From an optimization exercise on the open Yosys and OpenROAD flow, aimed at a short achievable clock period and few clock cycles; shortcuts taken in it are not production practice.
The RTL was checked by simulation tests, not by an equivalence proof against the original design.
Power and IR drop assume default switching activity.

`flow/design.v`:
```
module proc (
   halt, imem_addr, dmem_addr, dmem_wdata, dmem_we,
   clk, rst, imem_rdata, dmem_rdata
   );
   input clk;
   input rst;
   output [15:0] imem_addr;
   input [15:0] imem_rdata;
   output [15:0] dmem_addr, dmem_wdata;
   output dmem_we;
   input [15:0] dmem_rdata;
   output halt;
   localparam BTB_N  = 16;               
   reg [15:0] pc;
   reg        d_valid;
   reg [15:0] d_instr;
   reg [15:0] d_pc;
   reg        d_hit;         
   reg        d_ptaken;      
   reg [15:0] d_ptgt;        
   reg [7:0]  d_rs1h, d_rt1h;    
   reg        e_valid;
   reg        e_wr;
   reg [2:0]  e_dst;
   reg        e_load, e_store, e_halt;
   reg        e_bcond;       
   reg        e_jr;          
   reg        e_imm0;        
   reg [1:0]  e_bop;         
   reg        e_ctl;         
   reg        e_dtaken;      
   reg        e_ret;         
   reg        e_ptaken;
   reg [15:0] e_pc, e_pc2, e_target;
   reg [15:0] e_a, e_b, e_s;
   reg        e_az;          
   reg        e_zf;          
   reg [15:0] e_zk;
   reg        e_azk;         
   reg        e_aeqt;        
   reg        e_fa_m, e_fb_m, e_fs_m;
   reg        e_faa_m, e_fba_m;
   reg        e_alate;       
   reg        e_r_add, e_r_sub, e_r_xor, e_r_andn, e_r_shift, e_r_btr,
              e_r_slbi, e_r_b, e_r_link, e_cmp;
   reg [1:0]  e_shop;        
   reg        m_wr, m_load, m_we, m_halt;
   reg        m_cmp;         
   reg [15:0] m_ca, m_cb;
   reg [1:0]  m_cop;         
   reg [2:0]  m_dst;
   reg [15:0] m_result, m_sdata;
   reg        w_wr;
   reg [2:0]  w_dst;
   reg [15:0] w_data;
   reg [15:0] rf  [0:7];
   reg        rfz [0:7];
   reg [15:0] ras;
   reg [BTB_N-1:0]  btb_v;
   reg [14:0]       btb_tag [0:BTB_N-1];    
   reg [15:0]       btb_tgt [0:BTB_N-1];
   reg [1:0]        btb_ctr [0:BTB_N-1];
   reg              btb_ret [0:BTB_N-1];
   reg [3:0]        btb_rr;
   reg        p_valid;
   reg [15:0] p_tgt;
   reg        rst_r;
   reg        u_en, u_taken, u_ret;
   reg [15:0] u_pc, u_tgt;
   assign imem_addr = pc;
   reg [BTB_N-1:0] f_hitv;
   reg [BTB_N-1:0] f_tkv;
   reg [15:0]      f_ptgt;
   integer fi;
   always @(*) begin
      f_ptgt = 16'd0;
      for (fi = 0; fi < BTB_N; fi = fi + 1) begin
         f_hitv[fi] = btb_v[fi] & (btb_tag[fi] == pc[15:1]);
         f_tkv[fi]  = f_hitv[fi] & btb_ctr[fi][1];
         f_ptgt = f_ptgt | ({16{f_hitv[fi]}} & (btb_ret[fi] ? ras : btb_tgt[fi]));
      end
   end
   wire f_hit    = |f_hitv;
   wire f_ptaken = |f_tkv;
   wire [15:0] f_pc2 = pc + 16'd2;
   wire [15:0] f_next = f_ptaken ? f_ptgt : f_pc2;
   wire [4:0] op = d_instr[15:11];
   wire [2:0] rs = d_instr[10:8];
   wire [2:0] rt = d_instr[7:5];
   wire [2:0] rd = d_instr[4:2];
   wire i_halt  = (op == 5'b00000);
   wire i_j     = (op == 5'b00100);
   wire i_jr    = (op == 5'b00101);
   wire i_jal   = (op == 5'b00110);
   wire i_jalr  = (op == 5'b00111);
   wire i_alui  = (op[4:2] == 3'b010);           
   wire i_bcnd  = (op[4:2] == 3'b011);           
   wire i_st    = (op == 5'b10000);
   wire i_ld    = (op == 5'b10001);
   wire i_slbi  = (op == 5'b10010);
   wire i_stu   = (op == 5'b10011);
   wire i_shi   = (op[4:2] == 3'b101);           
   wire i_lbi   = (op == 5'b11000);
   wire i_btr   = (op == 5'b11001);
   wire i_shr   = (op == 5'b11010);
   wire i_alur  = (op == 5'b11011);
   wire i_cmp   = (op[4:2] == 3'b111);           
   wire [15:0] imm5s = {{11{d_instr[4]}}, d_instr[4:0]};
   wire [15:0] imm5z = {11'd0, d_instr[4:0]};
   wire [15:0] imm8s = {{8{d_instr[7]}}, d_instr[7:0]};
   wire [15:0] imm8z = {8'd0, d_instr[7:0]};
   wire [15:0] disps = {{5{d_instr[10]}}, d_instr[10:0]};
   wire use1 = ~(i_halt | (op == 5'b00001) | i_lbi | i_j | i_jal |
                 (op == 5'b00010) | (op == 5'b00011));
   wire use2 = i_alur | i_shr | i_cmp | i_st | i_stu;
   wire [15:0] x_zk = (op[1:0] == 2'b00) ? (16'd0 - imm5s) :
                      (op[1:0] == 2'b01) ? imm5s : imm5z;
   wire x_addsub = (i_alui & ~op[1]) | (i_alur & ~d_instr[1]) | i_st | i_ld | i_stu |
                   i_jr | i_jalr;
   wire x_wr = i_alur | i_shr | i_cmp | i_btr | i_alui | i_shi | i_ld |
               i_stu | i_lbi | i_slbi | i_jal | i_jalr;
   wire [2:0] x_dst = (i_alur | i_shr | i_cmp | i_btr) ? rd :
                      (i_alui | i_shi | i_ld) ? rt :
                      (i_jal | i_jalr) ? 3'd7 : rs;
   wire w_hit1 = w_wr & (w_dst == rs);
   wire w_hit2 = w_wr & (w_dst == rt);
   reg  [15:0] rf_rs, rf_rt;
   reg         rfz_rs;
   integer ri;
   always @(*) begin
      rf_rs = 16'd0;
      rf_rt = 16'd0;
      rfz_rs = 1'b0;
      for (ri = 0; ri < 8; ri = ri + 1) begin
         rf_rs = rf_rs | ({16{d_rs1h[ri]}} & rf[ri]);
         rf_rt = rf_rt | ({16{d_rt1h[ri]}} & rf[ri]);
         rfz_rs = rfz_rs | (d_rs1h[ri] & rfz[ri]);
      end
   end
   wire [15:0] rf1 = w_hit1 ? w_data : rf_rs;
   wire [15:0] rf2 = w_hit2 ? w_data : rf_rt;
   wire [15:0] wd_next;
   wire hz1_e = e_valid & e_wr & (e_dst == rs);
   wire hz2_e = e_valid & e_wr & (e_dst == rt);
   wire hz1_m = m_wr & (m_dst == rs);
   wire hz2_m = m_wr & (m_dst == rt);
   wire [15:0] rf2_f = hz2_m ? wd_next : rf2;
   wire e_late = e_load | e_cmp;
   wire ld_use = e_valid & e_late & ((use1 & hz1_e) | (use2 & hz2_e));
   wire d_stall = d_valid & ld_use;
   reg  [15:0] d_pc2;
   reg  [7:0]  d_hi8_p1, d_hi8_m1;
   reg  [4:0]  d_hi5_p1, d_hi5_m1;
   wire [8:0]  br_lo = {1'b0, d_pc2[7:0]} + {1'b0, d_instr[7:0]};
   wire [7:0]  br_hi = d_instr[7] ? (br_lo[8] ? d_pc2[15:8] : d_hi8_m1)
                                  : (br_lo[8] ? d_hi8_p1 : d_pc2[15:8]);
   wire [15:0] br_tgt = {br_hi, br_lo[7:0]};
   wire [11:0] j_lo = {1'b0, d_pc2[10:0]} + {1'b0, d_instr[10:0]};
   wire [4:0]  j_hi = d_instr[10] ? (j_lo[11] ? d_pc2[15:11] : d_hi5_m1)
                                  : (j_lo[11] ? d_hi5_p1 : d_pc2[15:11]);
   wire [15:0] j_tgt = {j_hi, j_lo[10:0]};
   wire bcnd_eff = i_bcnd & (d_instr[7:0] != 8'd0);
   wire jmp_eff  = (i_j | i_jal) & (d_instr[10:0] != 11'd0);
   wire jr_any   = i_jr | i_jalr;
   wire [15:0] ctl_tgt = ({16{i_bcnd}} & br_tgt) | ({16{~i_bcnd}} & j_tgt);
   wire w_zero = (w_data == 16'd0);
   wire m_zero = (m_result == 16'd0);
   wire z_e = e_azk;
   wire d_zero = hz1_e ? z_e : hz1_m ? m_zero : w_hit1 ? w_zero : rfz_rs;
   wire d_sign = hz1_m ? m_result[15] : rf1[15];
   wire d_ready = ~hz1_e & ~(hz1_m & (m_load | m_cmp));
   wire d_taken = (op[1:0] == 2'b00) ? d_zero :
                  (op[1:0] == 2'b01) ? ~d_zero :
                  (op[1:0] == 2'b10) ? d_sign : ~d_sign;
   wire d_bres = bcnd_eff & (d_ready | (hz1_e & e_zf & ~op[1]));
   wire s_taken = jmp_eff | (bcnd_eff & d_instr[7]);
   wire d_redir_res  = d_bres & (d_taken ^ d_ptaken);
   wire d_redir_pred = ~d_bres & ~d_hit & s_taken;
   wire [15:0] jr_val = hz1_m ? m_result : rf1;
   wire d_jr_go = jr_any & ~d_ptaken & (d_instr[7:0] == 8'd0) & d_ready;
   wire [15:0] d_jtgt = d_ptaken ? d_ptgt : jr_val;
   wire d_redirect   = d_valid & (d_redir_res | d_redir_pred | d_jr_go);
   wire [15:0] d_redir_pc = jr_any ? jr_val : (d_bres & ~d_taken) ? d_pc2 : ctl_tgt;
   wire x_ptaken = d_jr_go | (d_hit ? d_ptaken : s_taken);
   wire [15:0] a = e_fa_m ? m_result : e_a;
   wire [15:0] b = e_fb_m ? m_result : e_b;
   wire [15:0] s = e_fs_m ? m_result : e_s;
   wire [15:0] aa = e_faa_m ? m_result : e_a;
   wire [15:0] ba = e_fba_m ? m_result : e_b;
   wire [15:0] sum  = aa + ba;
   wire [15:0] diff = ba - aa;
   wire [31:0] rl   = {a, a} << b[3:0];
   wire [31:0] rr   = {a, a} >> b[3:0];
   wire [15:0] sh_rol = rl[31:16];
   wire [15:0] sh_sll = a << b[3:0];
   wire [15:0] sh_ror = rr[15:0];
   wire [15:0] sh_srl = a >> b[3:0];
   wire [15:0] shv = (e_shop == 2'b00) ? sh_rol :
                     (e_shop == 2'b01) ? sh_sll :
                     (e_shop == 2'b10) ? sh_ror : sh_srl;
   wire [15:0] btr;
   genvar gi;
   generate for (gi = 0; gi < 16; gi = gi + 1) begin : g_btr
      assign btr[gi] = a[15 - gi];
   end endgenerate
   wire [15:0] result =
        ({16{e_r_add}}   & sum) |
        ({16{e_r_sub}}   & diff) |
        ({16{e_r_xor}}   & (a ^ b)) |
        ({16{e_r_andn}}  & (a & ~b)) |
        ({16{e_r_shift}} & shv) |
        ({16{e_r_btr}}   & btr) |
        ({16{e_r_slbi}}  & {a[7:0], e_b[7:0]}) |
        ({16{e_r_b}}     & e_b) |
        ({16{e_r_link}}  & e_pc2);
   wire a_zero = e_fa_m ? m_zero : e_alate ? (e_a == 16'd0) : e_az;
   wire a_eqt  = e_fa_m ? (m_result == e_target) :
                 e_alate ? (e_a == e_target) : e_aeqt;
   wire taken = (e_bop == 2'b00) ? a_zero :
                (e_bop == 2'b01) ? ~a_zero :
                (e_bop == 2'b10) ? a[15] : ~a[15];
   wire jr_ok = e_ptaken & e_imm0 & a_eqt;
   wire e_mispredict = e_valid & ((e_bcond & (taken ^ e_ptaken)) |
                                  (e_jr & ~jr_ok));
   wire [15:0] e_fix_pc = e_jr ? a : taken ? e_target : e_pc2;
   wire [15:0] pc_d = d_stall ? pc : d_redirect ? d_redir_pc : f_next;
   wire [15:0] pc_next = p_valid ? p_tgt : e_mispredict ? e_fix_pc : pc_d;
   wire kill_d = p_valid | e_mispredict;
   always @(posedge clk) begin
      if (rst) p_valid <= 1'b0;
      else p_valid <= e_valid & e_jr & ~e_imm0;
      p_tgt <= sum;
      rst_r <= rst;
   end
   always @(posedge clk) begin
      if (rst) pc <= 16'd0;
      else pc <= pc_next;
   end
   always @(posedge clk) begin
      if (rst) begin
         d_valid <= 1'b0;
      end else if (kill_d) begin
         d_valid <= 1'b0;
      end else if (!d_stall) begin
         d_valid <= ~d_redirect;
      end
   end
   always @(posedge clk) begin
      if (!d_stall) begin
         d_instr  <= imem_rdata;
         d_pc     <= pc;
         d_pc2    <= f_pc2;
         d_hi8_p1 <= f_pc2[15:8] + 8'd1;
         d_hi8_m1 <= f_pc2[15:8] - 8'd1;
         d_hi5_p1 <= f_pc2[15:11] + 5'd1;
         d_hi5_m1 <= f_pc2[15:11] - 5'd1;
         d_hit    <= f_hit;
         d_ptaken <= f_ptaken;
         d_ptgt   <= f_ptgt;
         d_rs1h   <= 8'd1 << imem_rdata[10:8];
         d_rt1h   <= 8'd1 << imem_rdata[7:5];
      end
   end
   wire x_go = d_valid & ~d_stall;
   always @(posedge clk) begin
      if (rst) ras <= 16'd0;
      else if (x_go & (i_jal | i_jalr)) ras <= d_pc2;
   end
   always @(posedge clk) begin
      if (rst) e_valid <= 1'b0;
      else e_valid <= x_go & ~kill_d;
   end
   always @(posedge clk) begin
      e_wr     <= x_go & x_wr;
      e_load   <= x_go & i_ld;
      e_store  <= x_go & (i_st | i_stu);
      e_halt   <= x_go & i_halt;
      e_bcond  <= x_go & bcnd_eff & ~d_bres;
      e_jr     <= x_go & jr_any;
      e_imm0   <= (d_instr[7:0] == 8'd0);
      e_ret    <= i_jr & (rs == 3'd7);
      e_ctl    <= x_go & (bcnd_eff | jmp_eff | jr_any);
      e_dtaken <= jmp_eff | d_taken;
      e_dst    <= x_dst;
      e_bop    <= op[1:0];
      e_ptaken <= x_ptaken;
      e_pc     <= d_pc;
      e_pc2    <= d_pc2;
      e_target <= jr_any ? d_jtgt : ctl_tgt;
      e_a      <= hz1_m ? wd_next : rf1;
      e_alate  <= hz1_m & (m_load | m_cmp);
      e_az     <= hz1_m ? m_zero : w_hit1 ? w_zero : rfz_rs;
      e_zf     <= i_alui & ~(op[1] & op[0]) & ~hz1_e & ~(hz1_m & (m_load | m_cmp));
      e_zk     <= x_zk;
      e_azk    <= ((hz1_m ? m_result : rf1) == x_zk);    
      e_aeqt   <= ((hz1_m ? m_result : rf1) == d_jtgt);
      e_b      <= (i_alui & ~op[1]) ? imm5s :
                  i_alui ? imm5z :
                  (i_shi | i_st | i_ld | i_stu) ? imm5s :
                  (i_lbi | jr_any) ? imm8s :
                  i_slbi ? imm8z : rf2_f;
      e_s      <= rf2_f;
      e_fa_m   <= hz1_e;
      e_fb_m   <= use2 & ~i_st & ~i_stu & hz2_e;
      e_faa_m  <= x_addsub & hz1_e;
      e_fba_m  <= x_addsub & use2 & ~i_st & ~i_stu & hz2_e;
      e_fs_m   <= hz2_e;
      e_r_add  <= (i_alui & op[1:0] == 2'b00) | (i_alur & d_instr[1:0] == 2'b00) |
                  i_st | i_ld | i_stu;
      e_r_sub  <= (i_alui & op[1:0] == 2'b01) | (i_alur & d_instr[1:0] == 2'b01);
      e_r_xor  <= (i_alui & op[1:0] == 2'b10) | (i_alur & d_instr[1:0] == 2'b10);
      e_r_andn <= (i_alui & op[1:0] == 2'b11) | (i_alur & d_instr[1:0] == 2'b11);
      e_r_shift<= i_shi | i_shr;
      e_shop   <= i_shi ? op[1:0] : i_cmp ? op[1:0] : d_instr[1:0];
      e_r_btr  <= i_btr;
      e_r_slbi <= i_slbi;
      e_r_b    <= i_lbi;
      e_r_link <= i_jal | i_jalr;
      e_cmp    <= i_cmp;
   end
   always @(posedge clk) begin
      if (rst) begin
         m_wr   <= 1'b0;
         m_we   <= 1'b0;
         m_halt <= 1'b0;
         m_load <= 1'b0;
         m_cmp  <= 1'b0;
      end else begin
         m_wr   <= e_valid & e_wr;
         m_we   <= e_valid & e_store;
         m_halt <= e_valid & e_halt;
         m_load <= e_valid & e_load;
         m_cmp  <= e_valid & e_cmp;
      end
   end
   always @(posedge clk) begin
      m_dst    <= e_dst;
      m_ca     <= a;
      m_cb     <= b;
      m_cop    <= e_shop;
      m_result <= result;
      m_sdata  <= s;
   end
   assign dmem_addr  = m_result;
   assign dmem_wdata = m_sdata;
   assign dmem_we    = m_we;
   assign halt       = m_halt;
   wire [16:0] csum = {1'b0, m_ca} + {1'b0, m_cb};
   wire        ceq  = (m_ca == m_cb);
   wire        cltu = (m_ca[14:0] < m_cb[14:0]);
   wire        clt  = (m_ca[15] & ~m_cb[15]) | (~(m_ca[15] ^ m_cb[15]) & cltu);
   wire        cbit = (m_cop == 2'b00) ? ceq :
                      (m_cop == 2'b01) ? clt :
                      (m_cop == 2'b10) ? (clt | ceq) : csum[16];
   assign wd_next = m_load ? dmem_rdata : m_cmp ? {15'd0, cbit} : m_result;
   always @(posedge clk) begin
      if (rst) w_wr <= 1'b0;
      else w_wr <= m_wr;
   end
   always @(posedge clk) begin
      w_dst  <= m_dst;
      w_data <= wd_next;
   end
   integer k;
   always @(posedge clk) begin
      if (rst_r) begin
         for (k = 0; k < 8; k = k + 1) begin
            rf[k]  <= 16'd0;
            rfz[k] <= 1'b1;
         end
      end else if (w_wr) begin
         rf[w_dst]  <= w_data;
         rfz[w_dst] <= w_zero;
      end
   end
   always @(posedge clk) begin
      if (rst) u_en <= 1'b0;
      else u_en <= e_valid & e_ctl;
      u_taken <= e_jr | (e_bcond ? taken : e_dtaken);
      u_ret   <= e_ret;
      u_pc    <= e_pc;
      u_tgt   <= e_jr ? a : e_target;
   end
   reg [BTB_N-1:0] u_hitv;
   reg [1:0]       u_ctr;
   integer ui;
   always @(*) begin
      u_ctr = 2'b00;
      for (ui = 0; ui < BTB_N; ui = ui + 1) begin
         u_hitv[ui] = btb_v[ui] & (btb_tag[ui] == u_pc[15:1]);
         u_ctr = u_ctr | ({2{u_hitv[ui]}} & btb_ctr[ui]);
      end
   end
   wire u_match = |u_hitv;
   wire [1:0] u_inc = (u_ctr == 2'b11) ? 2'b11 : u_ctr + 2'b01;
   wire [1:0] u_dec = (u_ctr == 2'b00) ? 2'b00 : u_ctr - 2'b01;
   integer j;
   always @(posedge clk) begin
      if (rst) begin
         btb_v  <= {BTB_N{1'b0}};
         btb_rr <= 4'd0;
      end else if (u_en) begin
         if (u_match) begin
            for (j = 0; j < BTB_N; j = j + 1) if (u_hitv[j]) begin
               btb_tgt[j] <= u_taken ? u_tgt : btb_tgt[j];
               btb_ret[j] <= u_taken ? u_ret : btb_ret[j];
               btb_ctr[j] <= u_taken ? u_inc : u_dec;
            end
         end else if (u_taken) begin
            btb_v[btb_rr]   <= 1'b1;
            btb_tag[btb_rr] <= u_pc[15:1];
            btb_tgt[btb_rr] <= u_tgt;
            btb_ret[btb_rr] <= u_ret;
            btb_ctr[btb_rr] <= 2'b11;
            btb_rr <= btb_rr + 4'd1;
         end
      end
   end
endmodule
```
`flow/flow/run.sh`:
```
#!/bin/bash
# The standard layout, with two changes to how it is made (the clock
# period and the constraints are unchanged):
#  - repair_timing aims for a larger setup margin;
#  - synthesis leaves adders to ABC instead of mapping them to the
#    library's full/half adder cells (registers are unchanged).
sed 's/SETUP_SLACK_MARGIN=[0-9.]*/SETUP_SLACK_MARGIN=7 ADDER_MAP_FILE=/' standard.sh > standard_margin.sh
bash standard_margin.sh > standard.log 2>&1
```
`flow/standard.sh`:
```
#!/bin/bash
# synth_recipe.tcl (not shown) runs the flow's synth.tcl, then flattens the netlist and writes it again
# the make line also repeats each setting of config.mk as NAME=value (left out here)
make -C /OpenROAD-flow-scripts/flow DESIGN_CONFIG=/design/flow/config.mk WORK_HOME=/design/flow/orfs CLKGATE_MAP_FILE= SYNTH_SCRIPT=/design/flow/synth_recipe.tcl "${@:-finish}"
```
`flow/config.mk`:
```
export PLATFORM = sky130hd
export DESIGN_NAME = proc
export DESIGN_NICKNAME = proc
export VERILOG_FILES = /design/flow/design.v
export SDC_FILE = /design/flow/constraint.sdc
export NUM_CORES = 4
export LEC_CHECK = 0
export ABC_CLOCK_PERIOD_IN_PS = 2500
export CAP_MARGIN = 20
export CORE_MARGIN = 2
export CORE_UTILIZATION = 40
export SETUP_SLACK_MARGIN = 5
export SLEW_MARGIN = 20
```
`flow/constraint.sdc`:
```
create_clock -name core_clock -period 10.0 [get_ports {clk}]
set_input_delay 2.0000 -clock core_clock [delete_from_list [all_inputs] [get_ports {clk}]]
set_output_delay 2.0000 -clock core_clock [all_outputs]
set_load 0.01 [all_outputs]
```
==> results.sh, run 1 <==
export IMPL_period_needed_ns=3.46
export IMPL_syn_num_nets=5107
export IMPL_seq_area_frac_synth=0.528
export IMPL_synth_common_cells="745 x edfxtp_1, 498 x xnor2_1, 373 x dfxtp_1"
export IMPL_yosys_area_top_type="edfxtp_1"
export IMPL_finClkSkew_ns=0.0622
export IMPL_die_x_microns=380
export IMPL_swShare=0.296
export IMPL_htree_levels=3
export IMPL_final_cells=7697
export IMPL_viasPerCell=6.29
export IMPL_netlist_area_sq_um=56500
export IMPL_slew_violations=0
export IMPL_port_buffers=83
export IMPL_holdWs_ns=0.325
export IMPL_clk_latency_ns=0.79
export IMPL_slowest_delay_ns=0.65
export IMPL_route_detailed_drc=0
export IMPL_min_delay_path_depth=0
export IMPL_grt_pass1_wl_microns=333000
export IMPL_vdd_ir_drop_max_v=0.000188
export IMPL_cts_tree="built"
export IMPL_grt_max_degree=68
export IMPL_arrival_ns=4.10
export IMPL_cp_num_buf_inv=6
export IMPL_final_area_sq_um=75900
export IMPL_power_uw=13100
export IMPL_finalWirelength_microns=243000
export IMPL_crit_fanout=11
export IMPL_drive_gt1_frac=0.310
export IMPL_ioPinCount=84
export IMPL_cp_top_family="simple AND/OR/NAND/NOR gates"
export IMPL_worst_slew_pin_slew_ns=1.18
export IMPL_die_area_sq_um=144000
export IMPL_cp_start_kind="register"
export IMPL_overflow=0
export IMPL_slew_headroom=0.213
export IMPL_fmax_mhz=289
export IMPL_antenna_found_initial=5
export IMPL_grtUsageTotal=0.317
export IMPL_place_inst=6755
export IMPL_clkTransAtPathRegs_ns=0.07
export IMPL_synth_ff_type="edfxtp_1"
export IMPL_post_route_period_util=0.346
export IMPL_switching_power_uw=3890
export IMPL_setup_tns_ns=0
export IMPL_cts_buffers=117
export IMPL_fp_coreArea_sq_um=140000
export IMPL_cp_common_cell="buf_4"
export IMPL_yosysMostFrequentCell="edfxtp_1"
export IMPL_placed_area_sq_um=59600
export IMPL_syn_area_per_cell_sq_um=11.1
export IMPL_drtIter0Drc=7535
export IMPL_synth_seq_cells=1118
export IMPL_combinationalPowerShare=0.191
export IMPL_ctsLongestPathBuffers=3
export IMPL_crit_path_top_delay_cell="or4_4"
export IMPL_ant_nets=0
export IMPL_cp_num_cells=16
export IMPL_rows=137
export IMPL_end_kind="register"
export IMPL_r2r_cells=16
export IMPL_hold_viol=0
export IMPL_die_height_microns=380
export IMPL_nFillCells=11400
export IMPL_hpwl_microns=133000
export IMPL_synth_edff_count=745
export IMPL_ys_warnings_count=1
export IMPL_status="complete, no violations"
export IMPL_place_congestion=0.998
export IMPL_criticalPathCategory="reg -> reg"
export IMPL_grt_pass1_vias=45100
export IMPL_hp_class="reg -> reg"
export IMPL_first_pass_iters=11
export IMPL_synth_cells=5073
export IMPL_async_reset_ff_frac=0
export IMPL_synth_cell_type_count=100
export IMPL_p_seq_frac=0.431
export IMPL_synth_top_cell_area_share=0.396
export IMPL_setup_violations=0
export IMPL_avgRoutedWirePerCell_microns=31.6
export IMPL_syn2layout_area_growth_pct=34.4
export IMPL_pwr_share_clk=0.378
export IMPL_cts_sinks=1118
export IMPL_start_util=0.404
export IMPL_required_ns=10.64
export IMPL_maxCapViolations=0
export IMPL_rsz0062_at_grt="yes"
export IMPL_final_nets=5748
export IMPL_power_static_leakage_uw=0.0282
export IMPL_cellPowerDensity_nw_per_um2=173
export IMPL_clockRootBuffer="clkbuf_16"
export IMPL_route_vias_total=48400
export IMPL_crit_chain="buf_4, buf_12, buf_16, xnor2_2, nand4_1, buf_4, nor4_2, buf_4, a22oi_2, o211ai_1, buf_4, or4_4, mux2i_1, or3_1, o311ai_2, o22ai_1"
export IMPL_synth_area_leaders="edfxtp_1 40%, dfxtp_1 13%, xnor2_1 7.7%, mux2i_1 4.8%, mux2_2 3.2%"
export IMPL_p_int_uw=9250
worst register-to-register path, cell delays in order (launching register included):
cell and delay, ns:
dfxtp_4 0.36, buf_4 0.14, buf_12 0.12, buf_16 0.16, xnor2_2 0.16, nand4_1 0.12
buf_4 0.12, nor4_2 0.03, buf_4 0.16, a22oi_2 0.19, o211ai_1 0.16, buf_4 0.16
or4_4 0.65, mux2i_1 0.17, or3_1 0.36, o311ai_2 0.11, o22ai_1 0.14
stage by stage:
step	setup WS, ns	utilization
2_1_floorplan	6.69	-
3_3_place_gp	5.43	0.426
3_5_place_dp	5.39	0.426
4_1_cts	6.55	0.521
5_1_grt	6.50	0.543
6_report	6.54	0.543
power by group through the flow:
| stage | clock (uW) | sequential [uW] | combinational [uW] |
|---|---|---|---|
| final | 4970 | 5660 | 2510 |
| after global routing | 5150 | 5660 | 2570 |
| after detailed placement | 0 | 5790 | 1600 |
| after floorplan | 0 | 5470 | 1160 |
| after global placement | 0 | 5790 | 1600 |
| after CTS | 4960 | 5620 | 2260 |
path summary, 6_finish.rpt:
kind / from / to / slack [ns]
worst min register to register: e_pc[11]$_DFF_P_ / u_pc[11]$_DFF_P_ / 0.33
worst max register to register: pc[2]$_SDFFE_PP0P_ / pc[15]$_SDFFE_PP0P_ / 6.54
worst min-delay path: e_pc[11]$_DFF_P_ / u_pc[11]$_DFF_P_ / 0.33
worst max-delay path: pc[2]$_SDFFE_PP0P_ / pc[15]$_SDFFE_PP0P_ / 6.54
state kept, by name (all words and copies together) (netlist names), 32 cells and up:
register	cells
rf	128
btb_tag	240
btb_ctr	32
btb_tgt	256
area by class of cell:
cell class,count,area (sq um),area share
tap,1876,2350,0.0309
timing repair inverter,2,12.5,0.000165
inverter,118,567,0.00747
sequential,1118,30100,0.396
clock inverter,74,1040,0.0138
timing repair buffer,899,10700,0.141
clock buffer,149,3340,0.0440
multi-input combinational,3458,27800,0.367
antenna,3,7.51,0.0000989
kinds of logic after synthesis:
group	count (synthesis)	synth area share
multiplexers	436	0.0815
AO/OA/AOI/OAI	1042	0.128
flip-flops	1118	0.528
adder cells (fa/ha/maj)	15	0.00266
AND/OR/NAND/NOR	1268	0.115
buffers and inverters	509	0.0371
XOR/XNOR	685	0.107
layout by cell type, fill, tap and decap left out, drive strengths merged, types with 16 or more instances in the layout:
cell type / n
a21boi: 19
a22o: 37
nand2: 286
xnor2: 499
inv: 100
mux2i: 272
bufbuf: 18
a22oi: 97
nor2b: 32
edfxtp: 745
o211ai: 48
o21a: 25
nor3: 61
o22ai: 83
mux2: 162
nand3: 51
buf: 831
xor2: 185
nand4: 185
dfxtp: 373
o21ai: 216
nor2: 283
a31oi: 24
clkinvlp: 33
nor3b: 20
a21oi: 174
maj3: 17
clkinv: 39
nand2b: 28
and2: 156
a221oi: 92
bufinv: 22
o31ai: 17
clkdlybuf4s50: 32
clkbuf: 167
a222oi: 16
a21o: 42
nor4: 93
a211oi: 33
or2: 16
timing repair:
item | in CTS | in global routing
hold endpoints to repair | 0 | 0
resized for setup | 864 | 317
pin swaps | 173 | 169
setup endpoints to repair | 834 | 650
gates cloned | 50 | 23
hold buffers | 0 | 0
buffers inserted | 511 | 132
metal layers:
layer  wire (microns)  vias to the layer above  track usage
li1                 -                    20100            -
met1            89600                    23700        0.410
met2           107000                     3663        0.492
met3            28800                      951       0.0694
met4            18100                        2        0.175
met5               20                        -            0
Testbench counts, summed over its fixed seeds: cycles 91,433.
==> inputs of run 2 (changes only) <==
--- a/flow/design.v
+++ b/flow/design.v
@@ -10,7 +10,7 @@
    output dmem_we;
    input [15:0] dmem_rdata;
    output halt;
-   localparam BTB_N  = 16;               
+   localparam BTB_N  = 8;               
    reg [15:0] pc;
    reg        d_valid;
    reg [15:0] d_instr;
@@ -61,7 +61,7 @@
    reg [15:0]       btb_tgt [0:BTB_N-1];
    reg [1:0]        btb_ctr [0:BTB_N-1];
    reg              btb_ret [0:BTB_N-1];
-   reg [3:0]        btb_rr;
+   reg [2:0]        btb_rr;
    reg        p_valid;
    reg [15:0] p_tgt;
    reg        rst_r;
@@ -398,7 +398,7 @@
    always @(posedge clk) begin
       if (rst) begin
          btb_v  <= {BTB_N{1'b0}};
-         btb_rr <= 4'd0;
+         btb_rr <= 3'd0;
       end else if (u_en) begin
          if (u_match) begin
             for (j = 0; j < BTB_N; j = j + 1) if (u_hitv[j]) begin
@@ -412,7 +412,7 @@
             btb_tgt[btb_rr] <= u_tgt;
             btb_ret[btb_rr] <= u_ret;
             btb_ctr[btb_rr] <= 2'b11;
-            btb_rr <= btb_rr + 4'd1;
+            btb_rr <= btb_rr + 3'd1;
          end
       end
    end
==> results.sh, run 2 <==
export IMPL_synth_seq_cells=837
export IMPL_fin_util=0.524
export IMPL_fmax_mhz=301
export IMPL_viasPerCell=6.14
export IMPL_cts_sinks=837
export IMPL_finClkSkew_ns=0.0500
export IMPL_clkTransAtPathRegs_ns=0.06
export IMPL_clockRootBuffer="clkbuf_16"
export IMPL_grt_pass1_wl_microns=236000
export IMPL_place_inst=5344
export IMPL_arrival_ns=1.32
export IMPL_port_buffers=83
export IMPL_end_kind="output pin"
export IMPL_placed_area_sq_um=45000
export IMPL_grt_pass1_vias=34300
export IMPL_overflow=0
export IMPL_reg_top3="btb_tgt: 128 flops, rf: 128 flops, btb_tag: 120 flops"
export IMPL_seq_area_sq_um=21800
export IMPL_drive_gt1_frac=0.289
export IMPL_hpwl_microns=101000
export IMPL_final_cells=6000
export IMPL_maxCapViolations=0
export IMPL_grtUsageTotal=0.287
export IMPL_first_pass_iters=13
export IMPL_cp_start_kind="register"
export IMPL_slew_violations=0
export IMPL_vdd_ir_drop_max_v=0.000150
export IMPL_syn_area_per_cell_sq_um=10.5
export IMPL_die_height_microns=332
export IMPL_route_detailed_drc=0
export IMPL_finalWirelength_microns=167000
export IMPL_drtIter0Drc=5201
export IMPL_rsz0062_at_grt="yes"
export IMPL_synth_cells=4087
export IMPL_async_reset_ff_frac=0
export IMPL_synth_edff_count=489
export IMPL_antenna_found_initial=9
export IMPL_rows=120
export IMPL_multiInputGateArea_sq_um=21700
export IMPL_synth_ff_type="edfxtp_1"
export IMPL_ctsLongestPathBuffers=3
export IMPL_setup_tns_ns=0
export IMPL_crit_fanout=4
export IMPL_synth_common_cells="489 x edfxtp_1, 348 x dfxtp_1, 308 x xnor2_1"
export IMPL_required_ns=8.00
export IMPL_status="complete, no violations"
export IMPL_final_nets=4549
export IMPL_clk_latency_ns=0.71
export IMPL_r2r_slack_ns=6.69
export IMPL_yosysMostFrequentCell="edfxtp_1"
export IMPL_ys_warnings_count=1
export IMPL_start_util=0.403
export IMPL_power_static_leakage_uw=0.0210
export IMPL_place_congestion=0.992
export IMPL_nFillCells=9094
export IMPL_synth_cell_type_count=113
export IMPL_criticalPathCategory="reg -> out"
export IMPL_final_cell_mix="489 x edfxtp_1, 374 x buf_4, 297 x xnor2_1"
export IMPL_setup_violations=0
export IMPL_die_area_sq_um=110000
export IMPL_seq_area_frac_synth=0.504
export IMPL_die_x_microns=332
export IMPL_route_vias_total=36800
export IMPL_netlist_area_sq_um=43000
export IMPL_slew_headroom=0.272
export IMPL_yosys_area_top_type="edfxtp_1"
export IMPL_cts_tree="built"
export IMPL_avgRoutedWirePerCell_microns=27.9
export IMPL_syn2layout_area_growth_pct=30.3
export IMPL_hp_class="reg -> reg"
export IMPL_synth_top_cell_area_share=0.342
export IMPL_cts_hold_buf=0
export IMPL_synth_area_leaders="edfxtp_1 34%, dfxtp_1 16%, xnor2_1 6.3%, mux2i_1 4.8%, mux2_2 2.7%"
export IMPL_ant_nets=0
export IMPL_cellPowerDensity_nw_per_um2=178
export IMPL_grt_max_degree=58
export IMPL_htree_levels=3
export IMPL_fp_coreArea_sq_um=107000
export IMPL_ioPinCount=84
export IMPL_cts_buffers=94
export IMPL_syn_num_nets=4121
export IMPL_post_route_period_util=0.332
export IMPL_period_needed_ns=3.32
export IMPL_final_area_sq_um=56000
export IMPL_final_common_cell="edfxtp_1"
export IMPL_worst_slew_pin_slew_ns=1.09
export IMPL_hold_viol=0
[run 2: changes by cell type in the layout (fill, tap and decap cells not counted), moves of 36 or more]
cell	change
buf_12	-74
buf_4	-118
clkbuf_16	-36
edfxtp_1	-256
mux2_2	-60
mux2i_1	-79
nand4_1	-75
xnor2_1	-171
xor2_1	-56
[run 2: kinds of logic after synthesis]
family,share of synthesized area
XOR/XNOR,0.0887
AO/OA/AOI/OAI,0.148
buffers and inverters,0.0439
adder cells (fa/ha/maj),0.00577
multiplexers,0.0770
flip-flops,0.504
AND/OR/NAND/NOR,0.133
[run 2: worst max-delay path, cell delays in order, from the launching register on]
cell and delay (ns):
dfxtp_2 0.36, buf_12 0.15, buf_6 0.11
[run 2: power by group]
part	total (uW)	switching [uW]	leakage (uW)	internal, uW
registers	4300	384	0.00777	3910
clock network	3580	1530	0.00154	2050
logic	2090	1170	0.0117	917
[run 2: layer usage]
layer  wire (microns)  up-vias  global-route usage
met4            10100        8               0.147
met1            65600    17900               0.383
met2            72400     2440               0.431
met3            19300      590              0.0735
met5               48        -                   0
li1                 -    15900                   -
[run 2: final timing paths]
kind / startpoint / endpoint / cells past startpoint
setup / recovery: pc[11]$_SDFFE_PP0P_ / imem_addr[11] / 2
hold / removal: e_pc[9]$_DFF_P_ / u_pc[9]$_DFF_P_ / 0
setup reg to reg: pc[6]$_SDFFE_PP0P_ / pc[9]$_SDFFE_PP0P_ / 14
hold reg to reg: e_pc[9]$_DFF_P_ / u_pc[9]$_DFF_P_ / 0
[run 2: metrics by stage]
step / hold slack, ns / total power (uW) / setup WS (ns)
CTS: 0.324 / 9720 / 6.68
finish: 0.324 / 9970 / 6.68
detailed placement: 0.312 / 5780 / 5.47
floorplan: 0.310 / 5140 / 6.06
global placement: 0.310 / 5780 / 5.51
global route: 0.326 / 10200 / 6.62
[run 2: cell type report]
| cell class | instances | share of cell area |
|---|---|---|
| antenna | 2 | 0.0000894 |
| inverter | 112 | 0.00927 |
| timing repair buffer | 647 | 0.124 |
| sequential | 837 | 0.390 |
| timing repair inverter | 4 | 0.00132 |
| multi-input combinational | 2819 | 0.388 |
| tap | 1403 | 0.0314 |
| clock buffer | 118 | 0.0460 |
| clock inverter | 58 | 0.0110 |
[run 2: repair_timing]
| item | 4_1_cts | 5_1_grt |
|---|---|---|
| gates resized for setup | 755 | 233 |
| gates cloned | 21 | 13 |
| setup buffers | 338 | 106 |
| endpoints found under the setup margin | 524 | 389 |
| pin swaps | 138 | 98 |
Testbench counts of run 2, summed over its fixed seeds: cycles 91,842.
==> inputs of run 3 (changes only) <==
--- a/flow/config.mk
+++ b/flow/config.mk
@@ -8,6 +8,6 @@
 export ABC_CLOCK_PERIOD_IN_PS = 2500
 export CAP_MARGIN = 20
 export CORE_MARGIN = 2
-export CORE_UTILIZATION = 40
+export CORE_UTILIZATION = 50
 export SETUP_SLACK_MARGIN = 5
 export SLEW_MARGIN = 20
==> results.sh, run 3 <==
export IMPL_crit_fanout=6
export IMPL_netlist_area_sq_um=43000
export IMPL_worst_slew_pin_slew_ns=1.14
export IMPL_synth_cells=4087
export IMPL_synth_top_cell_area_share=0.342
export IMPL_syn_num_nets=4121
export IMPL_grt_pass1_vias=33800
export IMPL_setup_tns_ns=0
export IMPL_clk_latency_ns=0.68
export IMPL_avgRoutedWirePerCell_microns=28.9
export IMPL_synth_fa_ha_area_frac=0.00577
export IMPL_synth_mux_area_frac=0.0770
export IMPL_final_nets=4434
export IMPL_final_common_cell="edfxtp_1"
export IMPL_seq_area_sq_um=21800
export IMPL_slew_headroom=0.238
export IMPL_hp_class="reg -> reg"
export IMPL_maxCapViolations=0
export IMPL_die_x_microns=297
export IMPL_clkTransAtPathRegs_ns=0.06
export IMPL_hpwl_microns=101000
export IMPL_start_util=0.505
export IMPL_period_needed_ns=3.34
export IMPL_grt_pass1_wl_microns=232000
export IMPL_async_reset_ff_frac=0
export IMPL_multiInputGateArea_sq_um=21500
export IMPL_viasPerCell=6.42
export IMPL_yosysMostFrequentCell="edfxtp_1"
export IMPL_reg_top3="btb_tgt: 128 flops, rf: 128 flops, btb_tag: 120 flops"
export IMPL_finalWirelength_microns=163000
export IMPL_cp_num_buf_inv=2
export IMPL_end_kind="register"
export IMPL_final_cells=5621
export IMPL_slowest_delay_ns=0.60
export IMPL_synth_cell_type_count=113
export IMPL_cp_top_family="simple AND/OR/NAND/NOR gates"
export IMPL_place_congestion=1.01
export IMPL_route_vias_total=36100
export IMPL_seq_area_frac_synth=0.504
export IMPL_post_route_period_util=0.334
export IMPL_synth_area_leaders="edfxtp_1 34%, dfxtp_1 16%, xnor2_1 6.3%, mux2i_1 4.8%, mux2_2 2.7%"
export IMPL_ys_warnings_count=1
export IMPL_required_ns=10.60
export IMPL_syn_area_per_cell_sq_um=10.5
export IMPL_drive_gt1_frac=0.259
export IMPL_cts_buffers=90
export IMPL_vdd_ir_drop_max_v=0.000144
export IMPL_arrival_ns=3.94
export IMPL_criticalPathCategory="reg -> reg"
export IMPL_synth_simple_area_share=0.133
export IMPL_setup_violations=0
export IMPL_die_area_sq_um=88300
export IMPL_place_inst=5085
export IMPL_ant_nets=0
export IMPL_port_buffers=83
export IMPL_fmax_mhz=299
export IMPL_route_detailed_drc=0
export IMPL_die_height_microns=297
export IMPL_synth_top_family_by_area="compound AO/OA/AOI/OAI gates"
export IMPL_power_uw=9730
export IMPL_slew_violations=0
export IMPL_overflow=0
export IMPL_cellPowerDensity_nw_per_um2=180
export IMPL_synth_ff_type="edfxtp_1"
export IMPL_status="complete, no violations"
export IMPL_clockRootBuffer="clkbuf_16"
export IMPL_cts_sinks=837
export IMPL_rsz0062_at_grt="yes"
export IMPL_synth_edff_count=489
export IMPL_cts_hold_buf=0
export IMPL_ctsLongestPathBuffers=3
export IMPL_ioPinCount=84
export IMPL_grtUsageTotal=0.354
export IMPL_fp_coreArea_sq_um=85100
export IMPL_drtIter0Drc=4869
export IMPL_synth_xor_area_frac=0.0887
export IMPL_antenna_found_initial=10
export IMPL_yosys_area_top_type="edfxtp_1"
export IMPL_crit_chain="buf_6, xor2_1, or4_4, o21ai_4, a2bb2oi_4, mux2i_4, buf_12, nor2_4, xor2_1, a21oi_2, or4_4, a41oi_2"
export IMPL_grt_max_degree=58
export IMPL_power_static_leakage_uw=0.0203
export IMPL_startpoint="d_instr[8]$_DFFE_PN_"
export IMPL_hold_viol=0
export IMPL_cts_tree="built"
export IMPL_htree_levels=3
export IMPL_syn2layout_area_growth_pct=25.8
export IMPL_finClkSkew_ns=0.0341
export IMPL_rr_startpoint="d_instr[8]$_DFFE_PN_"
export IMPL_synth_compound_area_frac=0.148
export IMPL_first_pass_iters=8
export IMPL_rows=107
export IMPL_hp_start="e_ret$_DFF_P_"
export IMPL_fin_util=0.635
export IMPL_final_cell_mix="489 x edfxtp_1, 315 x buf_4, 300 x xnor2_1"
export IMPL_cp_start_kind="register"
export IMPL_synth_seq_cells=837
export IMPL_nFillCells=6746
export IMPL_synth_common_cells="489 x edfxtp_1, 348 x dfxtp_1, 308 x xnor2_1"
export IMPL_crit_path_top_delay_cell="or4_4"
-- run 3: layer usage --
layer	wire [microns]	global-route usage	up-vias	part of all wire
met3	18900	0.0940	504	0.12
met5	48	0	-	0.00030
met4	8220	0.157	8	0.050
met2	69700	0.522	2282	0.43
li1	-	-	15700	-
met1	65900	0.490	17600	0.40
-- run 3: metrics by stage --
| step | area [sq um] | hold slack [ns] | setup slack [ns] |
|---|---|---|---|
| finish | 54000 | 0.317 | 6.66 |
| global route | 54000 | 0.331 | 6.60 |
| detailed placement | 44700 | 0.313 | 5.37 |
| global placement | 44700 | 0.311 | 5.45 |
| CTS | 52300 | 0.326 | 6.68 |
| floorplan | 43200 | 0.310 | 6.06 |
-- run 3: worst paths after layout --
| kind | endpoint | slack (ns) | cells past startpoint |
|---|---|---|---|
| worst max-delay path | pc[5]$_SDFFE_PP0P_ | 6.66 | 12 |
| worst min-delay path | u_ret$_DFF_P_ | 0.32 | 0 |
| worst max register to register | pc[5]$_SDFFE_PP0P_ | 6.66 | 12 |
| worst min register to register | u_ret$_DFF_P_ | 0.32 | 0 |
-- run 3: cell type report --
cell class | instances | area share
clock inverter | 42 | 0.00778
sequential | 837 | 0.404
timing repair inverter | 5 | 0.00176
multi-input combinational | 2818 | 0.398
timing repair buffer | 536 | 0.105
inverter | 112 | 0.00926
antenna | 2 | 0.0000926
clock buffer | 125 | 0.0480
tap | 1144 | 0.0265
-- run 3: kinds of logic (layout without fill, tap and decap cells) --
kind of cell,count (synthesis),in the layout
AOI/OAI and AO/OA,912,912
other,0,2
muxes,314,314
buffers and inverters,435,820
DFF,837,837
adders and majority gates,24,24
xor gates and xnor gates,433,433
and+or+nand+nor,1132,1135
-- run 3: worst register-to-register path, delay by kind of cell (launching register included) --
kind                   cells  cell delay [ns]
XOR/XNOR                   2             0.36
buffers and inverters      2             0.34
AO/OA/AOI/OAI              4             0.71
flip-flops                 1             0.47
multiplexers               1             0.32
AND/OR/NAND/NOR            3             1.08
-- run 3: where the power goes --
part	switching, uW	internal (uW)	leakage [uW]
clock	1430	2010	0.00149
sequential	367	3910	0.00776
combinational	1150	852	0.0110
-- run 3: what timing repair did --
item / 4_1_cts / 5_1_grt
resized for setup: 710 / 196
cloned: 18 / 6
buffers inserted: 261 / 82
endpoints found under the setup margin: 530 / 462
pin swaps: 108 / 98
==> inputs of run 4 (changes only) <==
==> flow/flow/run.sh (replaced) <==
#!/bin/bash
# The standard layout, with two changes to how it is made (the clock
# period and the constraints are unchanged):
#  - repair_timing aims for a larger setup margin (8 ns);
#  - synthesis leaves adders to ABC instead of mapping them to the
#    library's full/half adder cells (registers are unchanged).
sed 's/SETUP_SLACK_MARGIN=[0-9.]*/SETUP_SLACK_MARGIN=8 ADDER_MAP_FILE=/' standard.sh > standard_margin.sh
bash standard_margin.sh > standard.log 2>&1
--- a/flow/config.mk
+++ b/flow/config.mk
@@ -8,6 +8,6 @@
 export ABC_CLOCK_PERIOD_IN_PS = 2500
 export CAP_MARGIN = 20
 export CORE_MARGIN = 2
-export CORE_UTILIZATION = 50
+export CORE_UTILIZATION = 40
 export SETUP_SLACK_MARGIN = 5
 export SLEW_MARGIN = 20
==> results.sh, run 4 <==
export IMPL_status="complete, no violations"
export IMPL_r2r_slack_ns=6.56
export IMPL_cellPowerDensity_nw_per_um2=167
export IMPL_async_reset_ff_frac=0
export IMPL_fp_coreArea_sq_um=107000
export IMPL_yosys_area_top_type="edfxtp_1"
export IMPL_synth_seq_cells=837
export IMPL_route_vias_total=39100
export IMPL_hp_class="reg -> reg"
export IMPL_rr_endpoint="pc[11]$_SDFFE_PP0P_"
export IMPL_synth_ff_type="edfxtp_1"
export IMPL_endpoint="pc[11]$_SDFFE_PP0P_"
export IMPL_power_static_leakage_uw=0.0236
export IMPL_grt_pass1_wl_microns=250000
export IMPL_required_ns=10.61
export IMPL_hpwl_microns=101000
export IMPL_reg_top3="btb_tgt: 128 flops, rf: 128 flops, btb_tag: 120 flops"
export IMPL_overflow=0
export IMPL_die_height_microns=332
export IMPL_clk_latency_ns=0.70
export IMPL_grt_max_degree=55
export IMPL_cts_tree="built"
export IMPL_hp_start="e_pc[13]$_DFF_P_"
export IMPL_seq_area_sq_um=21900
export IMPL_period_needed_ns=3.44
export IMPL_ant_nets=0
export IMPL_synth_cell_type_count=113
export IMPL_slew_violations=0
export IMPL_worst_slew_pin_slew_ns=1.17
export IMPL_avgRoutedWirePerCell_microns=28.7
export IMPL_setup_tns_ns=0
export IMPL_ioPinCount=84
export IMPL_first_pass_iters=9
export IMPL_place_congestion=0.962
export IMPL_final_cell_mix="489 x edfxtp_1, 476 x buf_4, 277 x xnor2_1"
export IMPL_yosysMostFrequentCell="edfxtp_1"
export IMPL_drive_gt1_frac=0.408
export IMPL_maxCapViolations=0
export IMPL_cts_sinks=837
export IMPL_ys_warnings_count=1
export IMPL_route_detailed_drc=0
export IMPL_crit_chain="a22oi_2, o31ai_4, maj3_2, a221o_2, a31oi_4, o21ai_4, a21oi_4, mux2i_1, a31oi_2, o41a_1, o22ai_1"
export IMPL_clkTransAtPathRegs_ns=0.07
export IMPL_criticalPathCategory="reg -> reg"
export IMPL_final_nets=4844
export IMPL_slowest_delay_ns=0.53
export IMPL_start_util=0.403
export IMPL_crit_path_top_delay_cell="edfxtp_1"
export IMPL_cts_buffers=93
export IMPL_htree_levels=3
export IMPL_synth_area_leaders="edfxtp_1 34%, dfxtp_1 16%, xnor2_1 6.3%, mux2i_1 4.8%, mux2_2 2.7%"
export IMPL_syn_area_per_cell_sq_um=10.5
export IMPL_nFillCells=8194
export IMPL_holdWs_ns=0.319
export IMPL_synth_top_cell_area_share=0.342
export IMPL_die_area_sq_um=110000
export IMPL_clockRootBuffer="clkbuf_16"
export IMPL_post_route_period_util=0.344
export IMPL_finalWirelength_microns=180000
export IMPL_synth_common_cells="489 x edfxtp_1, 348 x dfxtp_1, 308 x xnor2_1"
export IMPL_multiInputGateArea_sq_um=24400
export IMPL_synth_edff_count=489
export IMPL_slew_headroom=0.210
export IMPL_startpoint="d_pc2[1]$_DFFE_PN_"
export IMPL_netlist_area_sq_um=43000
export IMPL_vdd_ir_drop_max_v=0.000142
export IMPL_fmax_mhz=291
export IMPL_grt_pass1_vias=36100
export IMPL_viasPerCell=6.21
export IMPL_rr_startpoint="d_pc2[1]$_DFFE_PN_"
export IMPL_cts_hold_buf=0
export IMPL_hold_viol=0
export IMPL_rows=120
export IMPL_ctsLongestPathBuffers=3
export IMPL_grtUsageTotal=0.306
export IMPL_final_cells=6295
export IMPL_antenna_found_initial=7
export IMPL_port_buffers=83
export IMPL_place_inst=5315
export IMPL_crit_fanout=5
export IMPL_rsz0062_at_grt="yes"
export IMPL_arrival_ns=4.05
export IMPL_setup_violations=0
export IMPL_final_common_cell="edfxtp_1"
export IMPL_die_x_microns=332
export IMPL_syn2layout_area_growth_pct=45.2
export IMPL_r2r_cells=11
export IMPL_synth_cells=4087
export IMPL_seq_area_frac_synth=0.504
export IMPL_cp_start_kind="register"
export IMPL_drtIter0Drc=5434
export IMPL_power_uw=10400
export IMPL_finClkSkew_ns=0.0605
export IMPL_syn_num_nets=4121
export IMPL_end_kind="register"
## run 4: cell counts after synthesis
No cell type changed its count.
## run 4: worst min path at each step
stage | to | depth (start not counted)
after floorplan | u_pc[10]$_DFF_P_ | 0
after global placement | u_pc[8]$_DFF_P_ | 0
after detailed placement | u_pc[10]$_DFF_P_ | 0
after CTS | u_pc[13]$_DFF_P_ | 0
after global routing | u_pc[13]$_DFF_P_ | 0
final | u_pc[13]$_DFF_P_ | 0
## run 4: timing repair
| action | in CTS | in global routing |
|---|---|---|
| gates resized for setup | 1198 | 455 |
| pin swaps | 272 | 262 |
| buffers inserted | 549 | 203 |
| endpoints found under the setup margin | 821 | 695 |
| cloned | 41 | 10 |
## run 4: metal layers
layer,part of all wire,GRT usage,up-vias
li1,-,-,16500
met1,0.39,0.413,19300
met2,0.44,0.462,2648
met3,0.12,0.0782,647
met4,0.055,0.137,8
met5,0.00044,0,-
## run 4: power by group
part           switching, uW  internal, uW
Clock                   1520          2150
Combinational           1340          1120
Sequential               381          3910
## run 4: kinds of logic (layout without fill, tap and decap cells)
logic type,Yosys count,count (layout),synth area share
flops,837,837,0.504
simple gates,1132,1138,0.133
buf+inv,435,1231,0.0439
mux,314,316,0.0770
other cells,0,1,0
xor+xnor,433,433,0.0887
fa+ha+maj,24,24,0.00577
compound gates,912,912,0.148
## run 4: worst max-delay path, delay by kind of cell, from the launching register on
kind	cells	cell delay, ns
muxes	1	0.26
adders and majority gates	1	0.36
DFF	1	0.53
AOI/OAI and AO/OA	9	2.21
## run 4: area by class of cell
type,count,share of cell area
Inverter,112,0.00898
Antenna cell,1,0.0000401
Sequential cell,837,0.350
Timing Repair Buffer,930,0.165
Tap cell,1403,0.0281
Timing Repair inverter,13,0.00411
Multi-Input combinational cell,2823,0.391
Clock inverter,47,0.00932
Clock buffer,129,0.0429
## run 4: metrics by stage
step | setup slack [ns] | cell area (sq um) | util
floorplan | 6.06 | 44600 | -
global placement | 5.28 | 45800 | 0.429
detailed placement | 5.25 | 45800 | 0.429
CTS | 6.69 | 58600 | 0.549
global route | 6.50 | 62400 | 0.585
finish | 6.56 | 62400 | 0.585
==> inputs of run 5 (changes only) <==
--- a/flow/design.v
+++ b/flow/design.v
@@ -151,11 +151,18 @@
    reg  [15:0] d_pc2;
    reg  [7:0]  d_hi8_p1, d_hi8_m1;
    reg  [4:0]  d_hi5_p1, d_hi5_m1;
-   wire [8:0]  br_lo = {1'b0, d_pc2[7:0]} + {1'b0, d_instr[7:0]};
+   wire [4:0]  lo4   = {1'b0, d_pc2[3:0]} + {1'b0, d_instr[3:0]};
+   wire [4:0]  mid0  = {1'b0, d_pc2[7:4]} + {1'b0, d_instr[7:4]};
+   wire [4:0]  mid1  = {1'b0, d_pc2[7:4]} + {1'b0, d_instr[7:4]} + 5'd1;
+   wire [4:0]  mid   = lo4[4] ? mid1 : mid0;
+   wire [3:0]  top0  = {1'b0, d_pc2[10:8]} + {1'b0, d_instr[10:8]};
+   wire [3:0]  top1  = {1'b0, d_pc2[10:8]} + {1'b0, d_instr[10:8]} + 4'd1;
+   wire [3:0]  top   = mid[4] ? top1 : top0;
+   wire [8:0]  br_lo = {mid, lo4[3:0]};
    wire [7:0]  br_hi = d_instr[7] ? (br_lo[8] ? d_pc2[15:8] : d_hi8_m1)
                                   : (br_lo[8] ? d_hi8_p1 : d_pc2[15:8]);
    wire [15:0] br_tgt = {br_hi, br_lo[7:0]};
-   wire [11:0] j_lo = {1'b0, d_pc2[10:0]} + {1'b0, d_instr[10:0]};
+   wire [11:0] j_lo = {top, mid[3:0], lo4[3:0]};
    wire [4:0]  j_hi = d_instr[10] ? (j_lo[11] ? d_pc2[15:11] : d_hi5_m1)
                                   : (j_lo[11] ? d_hi5_p1 : d_pc2[15:11]);
    wire [15:0] j_tgt = {j_hi, j_lo[10:0]};
@@ -163,7 +170,7 @@
    wire jmp_eff  = (i_j | i_jal) & (d_instr[10:0] != 11'd0);
    wire jr_any   = i_jr | i_jalr;
    wire [15:0] ctl_tgt = ({16{i_bcnd}} & br_tgt) | ({16{~i_bcnd}} & j_tgt);
-   wire w_zero = (w_data == 16'd0);
+   reg  w_zero;              
    wire m_zero = (m_result == 16'd0);
    wire z_e = e_azk;
    wire d_zero = hz1_e ? z_e : hz1_m ? m_zero : w_hit1 ? w_zero : rfz_rs;
@@ -360,6 +367,7 @@
    always @(posedge clk) begin
       w_dst  <= m_dst;
       w_data <= wd_next;
+      w_zero <= (wd_next == 16'd0);
    end
    integer k;
    always @(posedge clk) begin
@@ -382,16 +390,22 @@
       u_tgt   <= e_jr ? a : e_target;
    end
    reg [BTB_N-1:0] u_hitv;
+   reg [BTB_N-1:0] e_match;
    reg [1:0]       u_ctr;
    integer ui;
    always @(*) begin
       u_ctr = 2'b00;
       for (ui = 0; ui < BTB_N; ui = ui + 1) begin
-         u_hitv[ui] = btb_v[ui] & (btb_tag[ui] == u_pc[15:1]);
+         e_match[ui] = btb_v[ui] & (btb_tag[ui] == e_pc[15:1]);
          u_ctr = u_ctr | ({2{u_hitv[ui]}} & btb_ctr[ui]);
       end
    end
    wire u_match = |u_hitv;
+   wire u_alloc = u_en & ~u_match & u_taken;
+   wire [BTB_N-1:0] alloc_oh = u_alloc ? ({{(BTB_N-1){1'b0}}, 1'b1} << btb_rr) : {BTB_N{1'b0}};
+   always @(posedge clk) begin
+      u_hitv <= (u_alloc & (e_pc == u_pc)) ? alloc_oh : (e_match & ~alloc_oh);
+   end
    wire [1:0] u_inc = (u_ctr == 2'b11) ? 2'b11 : u_ctr + 2'b01;
    wire [1:0] u_dec = (u_ctr == 2'b00) ? 2'b00 : u_ctr - 2'b01;
    integer j;
==> flow/flow/run.sh (replaced) <==
#!/bin/bash
# The standard layout, with two changes to how it is made (the clock
# period and the constraints are unchanged):
#  - repair_timing aims for a larger setup margin;
#  - synthesis leaves adders to ABC instead of mapping them to the
#    library's full/half adder cells (registers are unchanged).
sed 's/SETUP_SLACK_MARGIN=[0-9.]*/SETUP_SLACK_MARGIN=7 ADDER_MAP_FILE=/' standard.sh > standard_margin.sh
bash standard_margin.sh > standard.log 2>&1
==> results.sh, run 5 <==
export IMPL_place_congestion=0.987
export IMPL_cp_num_buf_inv=2
export IMPL_final_cell_mix="489 x edfxtp_1, 289 x buf_4, 286 x xnor2_1"
export IMPL_seq_area_frac_synth=0.505
export IMPL_ys_warnings_count=1
export IMPL_slew_headroom=0.245
export IMPL_placed_area_sq_um=45500
export IMPL_start_util=0.404
export IMPL_synth_ff_type="edfxtp_1"
export IMPL_finClkSkew_ns=0.0412
export IMPL_ant_nets=0
export IMPL_power_static_leakage_uw=0.0199
export IMPL_criticalPathCategory="reg -> reg"
export IMPL_setup_tns_ns=0
export IMPL_synth_area_leaders="edfxtp_1 34%, dfxtp_1 17%, xnor2_1 6.0%, mux2i_1 4.2%, xor2_1 3.1%"
export IMPL_required_ns=10.52
export IMPL_clockRootBuffer="clkbuf_16"
export IMPL_route_vias_total=36500
export IMPL_synth_edff_count=489
export IMPL_drive_gt1_frac=0.244
export IMPL_r2r_slack_ns=6.55
export IMPL_clkTransAtPathRegs_ns=0.06
export IMPL_cts_tree="built"
export IMPL_synth_xor_area_frac=0.0906
export IMPL_grt_pass1_wl_microns=238000
export IMPL_synth_cell_type_count=108
export IMPL_drtIter0Drc=4972
export IMPL_crit_chain="buf_12, buf_12, or2_4, o211ai_1, a32oi_1, or4b_4, nand3b_1, a31oi_4, maj3_2, a211oi_4, a21oi_2, maj3_2, xor2_1"
export IMPL_rows=120
export IMPL_slowest_delay_ns=0.56
export IMPL_clk_latency_ns=0.69
export IMPL_synth_cells=4156
export IMPL_synth_seq_cells=847
export IMPL_viasPerCell=6.19
export IMPL_die_x_microns=333
export IMPL_rsz0062_at_grt="yes"
export IMPL_status="complete, no violations"
export IMPL_syn_area_per_cell_sq_um=10.4
export IMPL_htree_levels=3
export IMPL_synth_compound_area_frac=0.148
export IMPL_hold_viol=0
export IMPL_place_ws_ns=5.67
export IMPL_worst_slew_pin_slew_ns=1.13
export IMPL_cellPowerDensity_nw_per_um2=186
export IMPL_cts_hold_buf=0
export IMPL_ctsLongestPathBuffers=3
export IMPL_die_height_microns=333
export IMPL_cp_start_kind="register"
export IMPL_async_reset_ff_frac=0
export IMPL_ioPinCount=84
export IMPL_maxCapViolations=0
export IMPL_netlist_area_sq_um=43300
export IMPL_first_pass_iters=9
export IMPL_synth_mux_area_frac=0.0728
export IMPL_arrival_ns=3.97
export IMPL_final_nets=4453
export IMPL_crit_fanout=5
export IMPL_die_area_sq_um=111000
export IMPL_vdd_ir_drop_max_v=0.000133
export IMPL_cp_top_family="simple AND/OR/NAND/NOR gates"
export IMPL_final_cells=5901
export IMPL_period_needed_ns=3.45
export IMPL_synth_common_cells="489 x edfxtp_1, 358 x dfxtp_1, 305 x nor2_1"
export IMPL_place_inst=5418
export IMPL_route_detailed_drc=0
export IMPL_port_buffers=83
export IMPL_cts_buffers=90
export IMPL_final_common_cell="edfxtp_1"
export IMPL_syn_num_nets=4190
export IMPL_fin_util=0.501
export IMPL_grt_pass1_vias=33800
export IMPL_fin_ws_ns=6.55
export IMPL_synth_fa_ha_area_frac=0.00494
export IMPL_yosysMostFrequentCell="edfxtp_1"
export IMPL_syn2layout_area_growth_pct=24.1
export IMPL_antenna_found_initial=3
export IMPL_cts_sinks=847
export IMPL_synth_simple_area_share=0.140
export IMPL_slew_violations=0
export IMPL_reg_top3="btb_tgt: 128 flops, rf: 128 flops, btb_tag: 120 flops"
export IMPL_overflow=0
export IMPL_setup_violations=0
export IMPL_post_route_period_util=0.345
export IMPL_end_kind="register"
export IMPL_crit_path_top_delay_cell="or4b_4"
export IMPL_grtUsageTotal=0.289
export IMPL_synth_top_family_by_area="compound AO/OA/AOI/OAI gates"
export IMPL_synth_top_cell_area_share=0.339
export IMPL_hp_class="reg -> reg"
export IMPL_avgRoutedWirePerCell_microns=28.5
export IMPL_hpwl_microns=105000
export IMPL_fmax_mhz=290
export IMPL_final_area_sq_um=53700
export IMPL_finalWirelength_microns=168000
export IMPL_fp_coreArea_sq_um=107000
export IMPL_grt_max_degree=113
export IMPL_yosys_area_top_type="edfxtp_1"
[run 5: path summary, 6_finish.rpt]
check / start / endpoint / cells past startpoint
setup reg to reg: e_fba_m$_DFF_P_ / p_tgt[15]$_DFF_P_ / 13
hold / removal: d_pc[12]$_DFFE_PN_ / e_pc[12]$_DFF_P_ / 0
setup / recovery: e_fba_m$_DFF_P_ / p_tgt[15]$_DFF_P_ / 13
hold reg to reg: d_pc[12]$_DFFE_PN_ / e_pc[12]$_DFF_P_ / 0
[run 5: worst register-to-register path, stage by stage (launching register included)]
cell	delay [ns]
dfxtp_4	0.40
buf_12	0.13
buf_12	0.12
or2_4	0.12
o211ai_1	0.11
a32oi_1	0.26
or4b_4	0.56
nand3b_1	0.22
a31oi_4	0.12
maj3_2	0.36
a211oi_4	0.32
a21oi_2	0.09
maj3_2	0.32
xor2_1	0.14
[run 5: kinds of logic after synthesis]
group | after synthesis
DFF | 847
AOI/OAI and AO/OA | 925
buffers and inverters | 408
xor gates and xnor gates | 448
muxes | 299
and+or+nand+nor | 1208
adders and majority gates | 21
[run 5: metrics by stage]
stage | power, uW | hold slack [ns]
after floorplan | 5180 | 0.310
after global placement | 5870 | 0.324
after detailed placement | 5870 | 0.327
after CTS | 9780 | 0.336
after global routing | 10300 | 0.350
final | 10000 | 0.338
[run 5: final cells by class]
| cell class | count | area [sq um] |
|---|---|---|
| Antenna cell | 1 | 2.50 |
| Sequential cell | 847 | 22000 |
| Tap cell | 1403 | 1760 |
| Clock buffer | 117 | 2510 |
| Timing Repair inverter | 3 | 30.0 |
| Inverter | 98 | 455 |
| Fill cell | 9580 | 53500 |
| Clock inverter | 53 | 757 |
| Timing Repair Buffer | 475 | 4670 |
| Multi-Input combinational cell | 2904 | 21500 |
[run 5: power by group]
part	switching, uW	internal [uW]	total (uW)
Combinational	1140	828	1970
Sequential	392	3950	4350
Clock	1500	2180	3680
Total	3040	6960	10000
[run 5: repair_timing]
| action | 4_1_cts | 5_1_grt |
|---|---|---|
| pin swaps | 84 | 111 |
| endpoints found under the setup margin | 447 | 141 |
| gates resized for setup | 615 | 206 |
| gates cloned | 11 | 5 |
| setup buffers | 204 | 92 |
[run 5: layer usage]
metal,up-vias,GRT usage,wire length (microns),share of wire
met2,2317,0.436,72600,0.43
met5,-,0,20,0.00012
li1,15800,-,-,-
met4,4,0.132,9260,0.055
met1,17900,0.401,68400,0.41
met3,495,0.0566,17600,0.11
Testbench counts of run 5, summed over its fixed seeds: cycles 91,842.

## what the ideal ports hide
Ports are ideal in the flow. The routed layouts listed here were re-timed in OpenROAD. Step 1: set_driving_cell puts a clkbuf_16 on clk and a buf_2 on each other input, an assumption about the parent block. Step 2 times the ports against the registers' clock, not the clock port: input delays grow and output delays shrink by t, the midpoint of the rising clock arrivals with the driver on. Three values: ideal ports, drivers, drivers and shift; two values: the first two.
| run | shift t [ns] | setup slack, ns | hold slack, ns | slew at the worst register clock pin (ns) | pins driven straight from the clock port |
|---|---|---|---|---|---|
| run 1 | 0.837 | 6.539 / 6.503 / 5.944 | 0.325 / 0.325 / 0.325 | 0.08 / 0.08 | 1 |
| run 2 | 0.757 | 6.677 / 6.606 / 6.005 | 0.324 / 0.324 / 0.324 | 0.07 / 0.07 | 1 |
| run 3 | 0.731 | 6.659 / 6.623 / 6.290 | 0.317 / 0.317 / 0.317 | 0.07 / 0.07 | 1 |
| run 4 | 0.743 | 6.561 / 6.561 / 6.146 | 0.319 / 0.319 / 0.319 | 0.07 / 0.07 | 1 |
| run 5 | 0.739 | 6.553 / 6.553 / 6.303 | 0.338 / 0.338 / 0.338 | 0.07 / 0.07 | 1 |
After both steps every run listed still meets setup and hold. The setup slack of run 2, which loses most, moves by -0.071 ns with the drivers and by -0.672 ns with both steps.
